This is an optimization exercise on Yosys and OpenROAD, whose aim is small area, a short achievable clock period and few clock cycles per item, not a production implementation. Only simulation tests tie the RTL to the original design; equivalence was not proved.

## pine
## calc
module calc(clk,rst,A,B,C,pushA,stopA,pushB,stopB,pushC,stopC,Z,pushZ);
  input [31:0] A,B,C;
  input pushA,pushB,pushC;
  output stopA,stopB,stopC;
  output [31:0] Z;
  output pushZ;
  input clk,rst;
  reg [2:0] seen;
  reg [31:0] ra, rb, rc;
  reg [7:0] valid;
  wire [2:0] have = seen | {pushA, pushB, pushC};
  wire fire = &have;
  assign stopA = seen[2];
  assign stopB = seen[1];
  assign stopC = seen[0];
  always @(posedge clk or posedge rst) begin
    if (rst) begin
      seen <= 3'b000;
      valid <= 0;
    end else begin
      seen <= fire ? 3'b000 : have;
      valid <= {valid[6:0], fire};
    end
  end
  always @(posedge clk) begin
    if (!seen[2]) ra <= A;
    if (!seen[1]) rb <= B;
    if (!seen[0]) rc <= C;
  end
  assign pushZ = valid[7];
  assign Z = {p7_sum375031, p7_sum375030, p7_sum375029, p7_sum375028, p7_sum375027, p7_sum375026, p7_sum375025, p7_sum375024, p7_sum375023, p7_sum375022, p7_sum375021, p7_sum375020, p7_sum375019, p7_sum375018, p7_sum375017, p7_sum375016, p7_sum375015, p7_sum375014, p7_sum375013, p7_sum375012, p7_sum375011, p7_sum375010, p7_sum37509, p7_sum37508, p7_sum37507, p7_sum37506, p7_sum37505, p7_sum37504, p7_sum37503, p7_sum37502, p7_sum37501, p7_sum37500};
  wire w97 = p1_ra0 & p1_ra1;
  wire w98 = p1_ra0 & p1_ra2;
  wire w99 = p1_ra0 & p1_ra3;
  wire w100 = p1_ra0 & p1_ra4;
  wire w101 = ra[0] & ra[5];
  wire w102 = ra[0] & ra[6];
  wire w103 = ra[0] & ra[7];
  wire w104 = ra[0] & ra[8];
  wire w105 = ra[0] & ra[9];
  wire w106 = ra[0] & ra[10];
  wire w107 = ra[0] & ra[11];
  wire w108 = ra[0] & ra[12];
  wire w109 = ra[0] & ra[13];
  wire w110 = ra[0] & ra[14];
  wire w111 = ra[0] & ra[15];
  wire w112 = ra[0] & ra[16];
  wire w113 = ra[0] & ra[17];
  wire w114 = ra[0] & ra[18];
  wire w115 = ra[0] & ra[19];
  wire w116 = ra[0] & ra[20];
  wire w117 = ra[0] & ra[21];
  wire w118 = ra[0] & ra[22];
  wire w119 = ra[0] & ra[23];
  wire w120 = ra[0] & ra[24];
  wire w121 = ra[0] & ra[25];
  wire w122 = ra[0] & ra[26];
  wire w123 = ra[0] & ra[27];
  wire w124 = ra[0] & ra[28];
  wire w125 = ra[0] & ra[29];
  wire w126 = ra[0] & ra[30];
  wire w127 = p1_ra1 & p1_ra2;
  wire w128 = p1_ra1 & p1_ra3;
  wire w129 = ra[1] & ra[4];
  wire w130 = ra[1] & ra[5];
  wire w131 = ra[1] & ra[6];
  wire w132 = ra[1] & ra[7];
  wire w133 = ra[1] & ra[8];
  wire w134 = ra[1] & ra[9];
  ...
==> flow/config.mk <==
export PLATFORM = sky130hd
export DESIGN_NAME = calc
export DESIGN_NICKNAME = calc
export VERILOG_FILES = /design/flow/design.v
export SDC_FILE = /design/flow/constraint.sdc
export NUM_CORES = 4
export LEC_CHECK = 0
export CAP_MARGIN = 20
export CORE_MARGIN = 2
export CORE_UTILIZATION = 62
export CTS_CLUSTER_DIAMETER = 80
export CTS_CLUSTER_SIZE = 24
export SLEW_MARGIN = 20
export SYNTH_HIERARCHICAL = 1
export SYNTH_MINIMUM_KEEP_SIZE = 0
==> flow/constraint.sdc <==
create_clock -name core_clock -period 9.0 [get_ports {clk}]
set_input_delay 1.8000 -clock core_clock [delete_from_list [all_inputs] [get_ports {clk}]]
set_output_delay 1.8000 -clock core_clock [all_outputs]
set_load 0.01 [all_outputs]
standard.sh (not shown) runs the stock make flow with config.mk's settings and CLKGATE_MAP_FILE= SYNTH_SCRIPT=/design/flow/synth_recipe.tcl, a recipe that flattens the netlist after the stock synthesis.
==> flow/flow/run.sh <==
#!/bin/bash
# The standard layout (the standard.sh: ORFS synthesis, floorplan, placement, CTS and
# routing, unchanged) with its timing repair aiming for a setup slack of 5.75 ns, and with buf_1 as the cell that buffers each port.
set -euo pipefail
bash standard.sh SETUP_SLACK_MARGIN=5.75 "BUFFER_PORTS_ARGS=-buffer_cell sky130_fd_sc_hd__buf_1" finish > standard_make.log 2>&1
Testbench counts of pine, summed over its fixed seeds: cycles 16,056, items 16,000.
#### Input delta (birch over pine)
==> flow/flow/run.sh <==
#!/bin/bash
# The standard layout (the standard.sh: ORFS synthesis, floorplan, placement, CTS and
# routing, unchanged) with its timing repair aiming for a setup slack of 5.6 ns.
set -euo pipefail
bash standard.sh SETUP_SLACK_MARGIN=5.6 finish > standard_make.log 2>&1
--- outcome ---
birch vs pine on placer congestion estimate: birch is the higher one.
Reported for birch and pine, cell depth of the worst hold path turned out identical to the last digit.
Per the comparison of birch with pine, first-iteration DRC count went down; number of clock buffers in the layout went down.
Measured against each other, birch and pine differ in wire length, the higher figure coming from pine.
birch vs. pine: logic depth of the worst register-to-register path up 1, minimum hold slack down 8.6 ps.

## what the ideal ports hide
In the flow no input, the clock included, has a driving cell. The finished layouts below were timed again as built, in two steps. Step 1 (the two cells are an assumption about what drives the block):
set clk [get_ports {clk}]
set_driving_cell -lib_cell sky130_fd_sc_hd__clkbuf_16 $clk
set_driving_cell -lib_cell sky130_fd_sc_hd__buf_2 [delete_from_list [all_inputs] $clk]
Step 2 moves the port delays by t, midway between the first and last clock arrival at a register: inputs arrive t later, outputs are due t later. That takes back most of the time a late clock gives input paths. a / b / c = no drivers / after step 1 / after step 2; a / b = the first two.
| run | shift t [ns] | slack for setup (ns) | worst setup path after step 2 | latest minus earliest clock arrival (ns) | slew at the worst register clock pin (ns) |
|---|---|---|---|---|---|
| pine | 0.787 | 5.633 / 5.633 / 5.633 | register to register | 0.056 / 0.056 | 0.10 / 0.10 |
| birch | 0.788 | 5.593 / 5.580 / 5.593 | register to register | 0.059 / 0.060 | 0.10 / 0.10 |
After both steps setup and hold are still met in every run listed.
